From an optimization exercise on the open Yosys and OpenROAD flow, aimed at small area; shortcuts taken in it are not production practice.
At most, simulation tests tie the RTL to the original design; equivalence was not proved.
No driver is modelled on the clock port, so clocking that relies on it looks cheaper here than on a real chip.
No activity file was given, so power comes from the tool's default toggle rates.

==> module sine_reader, before the edit <==
module sine_reader(clk, reset, rst_phase, step_size, gen, sample);
   input clk, reset, rst_phase, gen;
   input [19:0] step_size;
   output [15:0] sample;
   reg rst_d, gen_d, carry;
   reg [21:0] acc_phase;
   wire [10:0] lo_next;
   wire [10:0] hi_sum;
   wire lo_co;
   rca #(11) u_lo(.a(rst_d ? 11'd0 : acc_phase[10:0]), .b(gen ? step_size[10:0] : 11'd0),
                  .ci(1'b0), .s(lo_next), .co(lo_co));
   rca #(11) u_hi(.a(acc_phase[21:11]), .b(gen_d ? {2'b00, step_size[19:11]} : 11'd0),
                  .ci(gen_d & carry), .s(hi_sum), .co());
   always @(posedge clk) begin
      rst_d <= rst_phase;
      gen_d <= gen;
      carry <= lo_co;
      acc_phase <= {rst_d ? 11'd0 : hi_sum, lo_next};
   end
   wire h = acc_phase[20];
   wire [10:0] n_next;
   inc #(11) u_ninc(.a({1'b0, acc_phase[19:10] ^ {10{h}}}), .ci(h), .s(n_next));
   reg sgn;
   reg [10:0] n;
   always @(posedge clk)
      if (reset) begin
         sgn <= 1'b0;
         n <= 11'd0;
      end else if (gen) begin
         sgn <= acc_phase[21] & ~rst_d;
         n <= n_next;
      end
   wire [3:0] seg = n[10:7];
   wire [7:0] xs = {n[6:0], 1'b0};
   reg [1:0] stage;
   reg [2:0] sub;
   reg [18:0] acc;
   reg [18:0] p;
   wire done = (stage == 2'd3) & (sub == 3'd1);
   wire load = (sub == 3'd0) & (stage != 2'd3);
   wire [19:0] coef;
   sine_rom coef_rom(.seg(seg), .sel(stage), .coef(coef));
   wire [19:0] opb = (sub == 3'd0) ? coef : (xs[sub] ? {acc[18], acc} : 20'd0);
   wire [19:0] sum;
   rca #(20) u_add(.a({p[18], p}), .b(opb), .ci(1'b0), .s(sum), .co());
   wire [4:0] cnt1;
   inc #(5) u_cinc(.a({stage, sub}), .ci(1'b1), .s(cnt1));
   wire clr = reset | gen | load;
   always @(posedge clk) begin
      if (reset | gen) {stage, sub} <= 5'd0;
      else if (~done) {stage, sub} <= cnt1;
      if (load & ~reset & ~gen) acc <= sum[18:0];
      if (clr | ~done) p <= clr ? 19'd0 : sum[19:1];
   end
   assign sample = {sgn, p[18:4] ^ {15{sgn}}};
endmodule
Settings: LEC_CHECK=0, ABC_AREA=1, CAP_MARGIN=20, CORE_MARGIN=2, CORE_UTILIZATION=40, CTS_BUF_LIST=sky130_fd_sc_hd__clkbuf_8, GPL_TIMING_DRIVEN=0, PLACE_DENSITY=0.8, SLEW_MARGIN=20; clock period 10.0 ns.
standard.sh (not shown) runs the stock make flow with config.mk's settings and CLKGATE_MAP_FILE= SYNTH_SCRIPT=/design/flow/synth_recipe.tcl, a recipe that flattens the netlist after the stock synthesis.
==> flow/flow/run.sh <==
#!/bin/bash
# Own layout flow: the standard flow (standard.sh) with these changes:
#  - synthesis maps with an area-oriented ABC script (flow/abc_area.script);
#  - synthesis extracts only full adders (extract_fa -fa): half adders are
#    left to ABC, which maps incrementers and comparators better than fixed
#    half-adder cells (and leaves none whose sum output ends up unused);
#  - port buffers are the smallest buffer (buf_1) instead of the default pick;
#  - CTS inserts no dummy loads, and clock buffers whose sinks see a slew
#    over 100 ps after CTS are upsized (flow/post_cts.tcl);
#  - power recovery (downsizing cells off the critical paths) after global
#    routing's timing repair.
# Registers, floorplan, power grid, tap cells, repair and routing are the
# standard flow's.  Each tool's output goes to the ORFS logs under orfs/logs;
# make's own output goes to flow_make.log here.
set -euo pipefail
S=$PWD/scripts_area
rm -rf "$S"
cp -r "$FLOW_HOME/scripts" "$S"
cp flow/abc_area.script "$S/abc_area.script"
grep -q '^  extract_fa {\*}\[dont_use_extract_fa_args\]$' "$S/synth.tcl"
sed -i 's/^  extract_fa {\*}\[dont_use_extract_fa_args\]$/  extract_fa -fa/' "$S/synth.tcl"
grep -q '^  extract_fa -fa$' "$S/synth.tcl"
bash standard.sh SCRIPTS_DIR="$S" \
  BUFFER_PORTS_ARGS="-buffer_cell sky130_fd_sc_hd__buf_1" \
  CTS_ARGS="-sink_clustering_enable -repair_clock_nets -dont_use_dummy_load -buf_list sky130_fd_sc_hd__clkbuf_8" \
  RECOVER_POWER=100 \
  POST_CTS_TCL="$PWD/flow/post_cts.tcl" \
  finish > flow_make.log 2>&1
==> flow/flow/abc_area.script <==
strash
&get -n
&deepsyn -J 100
&put
amap -F 4 -A 10
topo
==> flow/flow/post_cts.tcl <==
estimate_parasitics -placement
set upsized 0
foreach inst [[ord::get_db_block] getInsts] {
  set master [[$inst getMaster] getName]
  if {$master ne "sky130_fd_sc_hd__clkbuf_8"} { continue }
  set name [$inst getName]
  set out [get_pins -of_objects [get_cells $name] -filter "direction==output"]
  set net [get_nets -of_objects $out]
  set worst 0.0
  foreach pin [get_pins -of_objects $net -filter "direction==input"] {
    foreach e {rise fall} {
      set s [get_property $pin slew_max_$e]
      if {$s > $worst} { set worst $s }
    }
  }
  if {$worst > 0.100} {
    puts "post_cts: $name worst sink slew [format %.3f $worst] ns, upsizing to clkbuf_16"
    replace_cell $name sky130_fd_sc_hd__clkbuf_16
    incr upsized
  }
}
puts "post_cts: upsized $upsized clock buffers"
if {$upsized > 0} {
  detailed_placement
  check_placement -verbose
  estimate_parasitics -placement
}
The starting point produced a layout that fails on max-capacitance violations, max-slew violations.
Rerun with:
--- a/flow/design.v
+++ b/flow/design.v
@@ -709,11 +709,17 @@
    wire [4:0] cnt1;
    inc #(5) u_cinc(.a({stage, sub}), .ci(1'b1), .s(cnt1));
-   wire clr = reset | gen | load;
-   always @(posedge clk) begin
-      if (reset | gen) {stage, sub} <= 5'd0;
-      else if (~done) {stage, sub} <= cnt1;
-      if (load & ~reset & ~gen) acc <= sum[18:0];
-      if (clr | ~done) p <= clr ? 19'd0 : sum[19:1];
-   end
+   always @(posedge clk)
+      if (reset | gen) begin
+         stage <= 2'd0;
+         sub <= 3'd0;
+         p <= 19'd0;
+      end else if (~done) begin
+         {stage, sub} <= cnt1;
+         if (load) begin
+            acc <= sum[18:0];
+            p <= 19'd0;
+         end else
+            p <= sum[19:1];
+      end
    assign sample = {sgn, p[18:4] ^ {15{sgn}}};
 endmodule
With this change the flow went through all stages and came out clean; design area goes down by 1.6%; total power goes down by about 9%; routed wire length goes up by 7.7%; count of clock-buffer cells in the layout does not change; register-to-register slack is better by 0.04 ns; non-clock buffer count goes up by 5; setup slack is better by 0.036 ns; flip-flop and latch count is unchanged.
Function not checked in the first run of this note: the RTL went through the layout flow alone.

* * *

== run 1 ==
music_player_top, a different RTL version from the one above (not shown whole).
Size: ~1200 cells after synthesis, roughly 180 flip-flops.
==> module DIV_N, before the edit <==
module DIV_N(clk, reset, out);
   input clk;
   input reset;
   output out;
   parameter n = 17;
   localparam [16:0] ODD = 17'h0aaaa;
   reg [16:0] p;
   wire low_zero = (p[15:0] == ODD[15:0]);         
   wire fb = p[16] ^ ~p[13] ^ low_zero;             
   assign out = p[16] & low_zero;                   
   always @(posedge clk)
      if (reset) p <= ODD;
      else p <= {~p[15:0], fb};
endmodule
export LEC_CHECK = 0
export ABC_AREA = 1
export CAP_MARGIN = 20
export CORE_MARGIN = 2
export CORE_UTILIZATION = 40
export CTS_BUF_LIST = sky130_fd_sc_hd__clkbuf_8
export GPL_TIMING_DRIVEN = 0
export SLEW_MARGIN = 20
create_clock -name core_clock -period 10.0 [get_ports {clk}]
==> flow/flow/run.sh <==
#!/bin/bash
# Own layout flow: the standard flow (standard.sh) with three changes:
#  - synthesis maps with an area-oriented ABC script (flow/abc_area.script);
#  - port buffers are the smallest buffer (buf_1) instead of the default pick;
#  - CTS inserts no dummy loads.
# Registers, floorplan, power grid, tap cells, repair and routing are the
# standard flow's.  Each tool's output goes to the ORFS logs under orfs/logs;
# make's own output goes to flow_make.log here.
set -euo pipefail
S=$PWD/scripts_area
rm -rf "$S"
cp -r "$FLOW_HOME/scripts" "$S"
cp flow/abc_area.script "$S/abc_area.script"
bash standard.sh SCRIPTS_DIR="$S" \
  BUFFER_PORTS_ARGS="-buffer_cell sky130_fd_sc_hd__buf_1" \
  CTS_ARGS="-sink_clustering_enable -repair_clock_nets -dont_use_dummy_load -buf_list sky130_fd_sc_hd__clkbuf_8" \
  finish > flow_make.log 2>&1
==> flow/flow/abc_area.script <==
strash
&get -n
&deepsyn -J 100
&put
amap
topo
Here is what was changed in the inputs of run 2 compared with run 1.
==> flow/design.v, changed modules only <==
module DIV_N(clk, reset, out);
   input clk;
   input reset;
   output out;
   parameter n = 17;
   reg [16:0] q;
   wire low_zero = ~|q[15:0];
   assign out = q[16] & low_zero;
   always @(posedge clk)
      if (reset) q <= 17'd0;
      else q <= {q[15:0], q[16] ^ q[13] ^ low_zero};
endmodule
Notes after the runs:
Higher largest stage delay on the critical path among run 2 and run 1: run 2. Run 2 vs run 1, clock network fraction of design power went down by 0.5 points. Diff run 2 and run 1: number of unique standard cell types used by synthesis lower in run 1. In terms of global-route total usage across every layer, run 2 and run 1 differ only marginally. Run 2 has inverter count of the layout excluding clock inverters above what run 1 had. The cell count in run 2 sits 1.3% above the value recorded for run 1. The final reports for run 2 and run 1 show normalized max-slew margin lower in the former. Sequential cell count came out exactly the same in run 2 and run 1. Compared run 2 against run 1; worst hold slack within noise.
For run 1, only the layout was checked, not whether the RTL still works.

* * *

RTL: one of the versions met above, not the one the previous note started from.
Size: about 1200 cells after synthesis, roughly 10000 um^2 of cells after synthesis.
==> module sine_reader, before the edit <==
module sine_reader(clk, reset, rst_phase, step_size, gen, sample);
   input clk, reset, rst_phase, gen;
   input [19:0] step_size;
   output [15:0] sample;
   reg rst_d, gen_d, carry;
   reg [21:0] acc_phase;
   wire [10:0] lo_next;
   wire [10:0] hi_sum;
   wire lo_co;
   rca #(11) u_lo(.a(rst_d ? 11'd0 : acc_phase[10:0]), .b(gen ? step_size[10:0] : 11'd0),
                  .ci(1'b0), .s(lo_next), .co(lo_co));
   rca #(11) u_hi(.a(acc_phase[21:11]), .b(gen_d ? {2'b00, step_size[19:11]} : 11'd0),
                  .ci(gen_d & carry), .s(hi_sum), .co());
   always @(posedge clk) begin
      rst_d <= rst_phase;
      gen_d <= gen;
      carry <= lo_co;
      acc_phase <= {rst_d ? 11'd0 : hi_sum, lo_next};
   end
   wire h = acc_phase[20];
   wire [10:0] n_next;
   inc #(11) u_ninc(.a({1'b0, acc_phase[19:10] ^ {10{h}}}), .ci(h), .s(n_next));
   reg sgn;
   reg [10:0] n;
   always @(posedge clk)
      if (reset) begin
         sgn <= 1'b0;
         n <= 11'd0;
      end else if (gen) begin
         sgn <= acc_phase[21] & ~rst_d;
         n <= n_next;
      end
   wire [3:0] seg = n[10:7];
   wire [7:0] xs = {n[6:0], 1'b0};
   reg [1:0] stage;
   reg [2:0] sub;
   reg [18:0] acc;
   reg [18:0] p;
   wire done = (stage == 2'd3) & (sub == 3'd1);
   wire load = (sub == 3'd0) & (stage != 2'd3);
   wire [19:0] coef;
   sine_rom coef_rom(.seg(seg), .sel(stage), .coef(coef));
   wire [19:0] opb = (sub == 3'd0) ? coef : (xs[sub] ? {acc[18], acc} : 20'd0);
   wire [19:0] sum;
   rca #(20) u_add(.a({p[18], p}), .b(opb), .ci(1'b0), .s(sum), .co());
   wire [4:0] cnt1;
   inc #(5) u_cinc(.a({stage, sub}), .ci(1'b1), .s(cnt1));
   always @(posedge clk)
      if (reset | gen) begin
         stage <= 2'd0;
         sub <= 3'd0;
         p <= 19'd0;
      end else if (~done) begin
         {stage, sub} <= cnt1;
         if (load) begin
            acc <= sum[18:0];
            p <= 19'd0;
         end else
            p <= sum[19:1];
      end
   assign sample = {sgn, p[18:4] ^ {15{sgn}}};
endmodule
==> module note_player, before the edit <==
module note_player(clk, reset, play_enable, note_to_load, duration_to_load,
                   done_with_note, load_new_note, beat, gen, step_size);
   input clk;
   input reset;
   input play_enable;
   input [5:0] note_to_load;
   input [5:0] duration_to_load;
   input load_new_note;
   output reg done_with_note;
   input beat;
   input gen;
   output [19:0] step_size;
   reg playing;
   reg timer_done;
   reg [5:0] note;
   reg [5:0] note_d;
   reg [5:0] count_number;
   wire [5:0] count_p;
   inc #(6) u_cinc(.a(count_number), .ci(beat), .s(count_p));
   always @(posedge clk) begin
      if (~gen) note_d <= note;    
      if (reset) begin
         playing <= 1'b0;
         note <= 6'd0;
         done_with_note <= 1'b0;
      end else if (playing & timer_done) begin
         playing <= 1'b0;
         note <= note_to_load;
         done_with_note <= 1'b1;
      end else if (~play_enable) begin
         playing <= 1'b0;
         note <= 6'd0;
         done_with_note <= 1'b0;
      end else if (~load_new_note) begin
         playing <= 1'b1;
         done_with_note <= 1'b0;
      end else begin
         playing <= 1'b0;
         note <= note_to_load;
         done_with_note <= 1'b0;
      end
      if (~playing) begin
         count_number <= 6'd0;
         timer_done <= 1'b0;
      end else if (count_number == duration_to_load) begin
         count_number <= 6'd0;
         timer_done <= 1'b1;
      end else begin
         count_number <= count_p;
         timer_done <= 1'b0;
      end
   end
   frequency_rom rom_inst(.dout(step_size), .addr(note_d));
endmodule
==> module music_player, before the edit <==
module music_player(clk, reset, play_button, next, New_Frame, sample_out, play, song);
   input clk;
   input reset;
   input play_button;
   input next;
   input New_Frame;
   output [15:0] sample_out;
   output play;
   output [1:0] song;
   wire reset_play;
   wire song_done;
   mcu mcu(.clk(clk), .reset(reset), .play_button(play_button), .next(next),
      .play(play), .reset_play(reset_play), .song(song), .song_done(song_done));
   wire rst_play = reset | reset_play;
   wire [5:0] note_to_play;
   wire [5:0] duration_for_note;
   wire new_note;
   wire note_done;
   song_reader song_reader(.clk(clk), .reset(rst_play), .play(play), .song(song),
      .song_done(song_done), .note(note_to_play), .duration(duration_for_note),
      .new_note(new_note), .note_done(note_done));
   wire beat;
   wire gen;
   wire [19:0] step_size;
   note_player note_player(.clk(clk), .reset(rst_play), .play_enable(play),
      .note_to_load(note_to_play), .duration_to_load(duration_for_note),
      .load_new_note(new_note), .done_with_note(note_done), .beat(beat), .gen(gen),
      .step_size(step_size));
   wire [15:0] note_sample;
   sine_reader sine_reader(.clk(clk), .reset(reset), .rst_phase(rst_play),
      .step_size(step_size), .gen(gen), .sample(note_sample));
   beat_generator #(.N(1000), .CounterBits(10)) beat_generator(.clk(clk),
      .ci(gen), .co(beat), .clear(reset));
   codec_conditioner codec_conditioner(.clk(clk), .reset(reset),
      .new_sample_in(note_sample), .generate_next_sample(gen),
      .New_Frame(New_Frame), .valid_sample(sample_out));
endmodule
==> flow/config.mk <==
export PLATFORM = sky130hd
export DESIGN_NAME = music_player_top
export DESIGN_NICKNAME = music_player_top
export VERILOG_FILES = /design/flow/design.v
export SDC_FILE = /design/flow/constraint.sdc
export NUM_CORES = 8
export LEC_CHECK = 0
export ABC_AREA = 1
export CAP_MARGIN = 20
export CORE_MARGIN = 2
export CORE_UTILIZATION = 40
export CTS_BUF_LIST = sky130_fd_sc_hd__clkbuf_8
export GPL_TIMING_DRIVEN = 0
export SLEW_MARGIN = 20
==> flow/constraint.sdc <==
create_clock -name core_clock -period 10.0 [get_ports {clk}]
set_input_delay 2.0000 -clock core_clock [delete_from_list [all_inputs] [get_ports {clk}]]
set_output_delay 2.0000 -clock core_clock [all_outputs]
set_load 0.01 [all_outputs]
==> flow/flow/run.sh <==
#!/bin/bash
# Own layout flow: the standard flow (standard.sh), with only the ABC
# script of synthesis replaced by an area-oriented one (flow/abc_area.script).
# Everything else -- registers, port buffers, CTS, repair, routing -- is the
# standard flow's.  Each tool's output goes to the ORFS logs under orfs/logs;
# make's own output goes to flow_make.log here.
set -euo pipefail
S=$PWD/scripts_area
rm -rf "$S"
cp -r "$FLOW_HOME/scripts" "$S"
cp flow/abc_area.script "$S/abc_area.script"
bash standard.sh SCRIPTS_DIR="$S" finish > flow_make.log 2>&1
==> flow/flow/abc_area.script <==
strash
&get -n
&deepsyn -T 60
&put
amap
topo
Edit:
--- a/flow/design.v
+++ b/flow/design.v
@@ -635,20 +635,14 @@
    input clk, reset, rst_phase, gen;
    input [19:0] step_size;
    output [15:0] sample;
-   reg rst_d, gen_d, carry;
+   reg rst_d;
    reg [21:0] acc_phase;
-   wire [10:0] lo_next;
-   wire [10:0] hi_sum;
-   wire lo_co;
-   rca #(11) u_lo(.a(rst_d ? 11'd0 : acc_phase[10:0]), .b(gen ? step_size[10:0] : 11'd0),
-                  .ci(1'b0), .s(lo_next), .co(lo_co));
-   rca #(11) u_hi(.a(acc_phase[21:11]), .b(gen_d ? {2'b00, step_size[19:11]} : 11'd0),
-                  .ci(gen_d & carry), .s(hi_sum), .co());
+   wire [21:0] phase_next;
+   rca #(22) u_padd(.a(rst_d ? 22'd0 : acc_phase), .b(gen ? {2'b00, step_size} : 22'd0),
+                    .ci(1'b0), .s(phase_next), .co());
    always @(posedge clk) begin
       rst_d <= rst_phase;
-      gen_d <= gen;
-      carry <= lo_co;
-      acc_phase <= {rst_d ? 11'd0 : hi_sum, lo_next};
+      acc_phase <= phase_next;
    end
    wire h = acc_phase[20];
    wire [10:0] n_next;
@@ -694,7 +688,7 @@
    assign sample = {sgn, p[18:4] ^ {15{sgn}}};
 endmodule
 module note_player(clk, reset, play_enable, note_to_load, duration_to_load,
-                   done_with_note, load_new_note, beat, gen, step_size);
+                   done_with_note, load_new_note, beat, step_size);
    input clk;
    input reset;
    input play_enable;
@@ -703,7 +697,6 @@
    input load_new_note;
    output reg done_with_note;
    input beat;
-   input gen;
    output [19:0] step_size;
    reg playing;
    reg timer_done;
@@ -713,7 +706,7 @@
    wire [5:0] count_p;
    inc #(6) u_cinc(.a(count_number), .ci(beat), .s(count_p));
    always @(posedge clk) begin
-      if (~gen) note_d <= note;    
+      note_d <= note;
       if (reset) begin
          playing <= 1'b0;
          note <= 6'd0;
@@ -806,7 +799,7 @@
    wire [19:0] step_size;
    note_player note_player(.clk(clk), .reset(rst_play), .play_enable(play),
       .note_to_load(note_to_play), .duration_to_load(duration_for_note),
-      .load_new_note(new_note), .done_with_note(note_done), .beat(beat), .gen(gen),
+      .load_new_note(new_note), .done_with_note(note_done), .beat(beat),
       .step_size(step_size));
    wire [15:0] note_sample;
    sine_reader sine_reader(.clk(clk), .reset(reset), .rst_phase(rst_play),
Result:
- The changed run completed without violations
- final area rose by 2.0%
- power drops by 8.3%
- area after synthesis shrinks by about 0.6%
- flip-flop and latch count fell by 2
- die area fell by 0.58%
- via count grows by 3.0%
- register-to-register slack loses 190 ps
- clock power drops by about 2%
- clock-buffer cell count is unchanged
Only the layout flow was run in the second run of this note; the RTL was not checked for function there.

-- port drivers added, routing unchanged --
Ports are ideal in the flow. The routed layouts listed here were re-timed in OpenROAD.
Step 1 sets driving cells, clkbuf_16 on the clock port and buf_2 on the other inputs (assumed; they add their load-dependent delay and slew).
Step 2, shift: input delay + t, output delay - t, t = (earliest + latest rising clock arrival at the registers) / 2. This alone moves slack from input paths to output paths.
a / b / c = no drivers / after step 1 / after step 2; a / b = the first two.
run	t, ns	setup slack, ns	worst setup path at the end	worst data-port slew with drivers (ns)	cell pins on the clock port's net
the first run of note 1	0.416	0.367 / 0.367 / 0.367	register to register	0.04	1
the second run of note 1	0.419	0.403 / 0.403 / 0.403	register to register	0.04	1
run 1	0.509	0.424 / 0.424 / 0.424	register to register	0.03	1
run 2	0.488	0.530 / 0.530 / 0.530	register to register	0.04	1
the first run of note 3	0.499	0.521 / 0.521 / 0.521	register to register	0.04	1
the second run of note 3	0.512	0.211 / 0.230 / -0.282	input to register	0.03	1
With both steps, setup timing fails in the second run of note 3, where it was met with ideal ports. For the second run of note 3, which loses most, drivers alone change the setup slack by +0.019 ns; drivers and shift together by -0.493 ns.
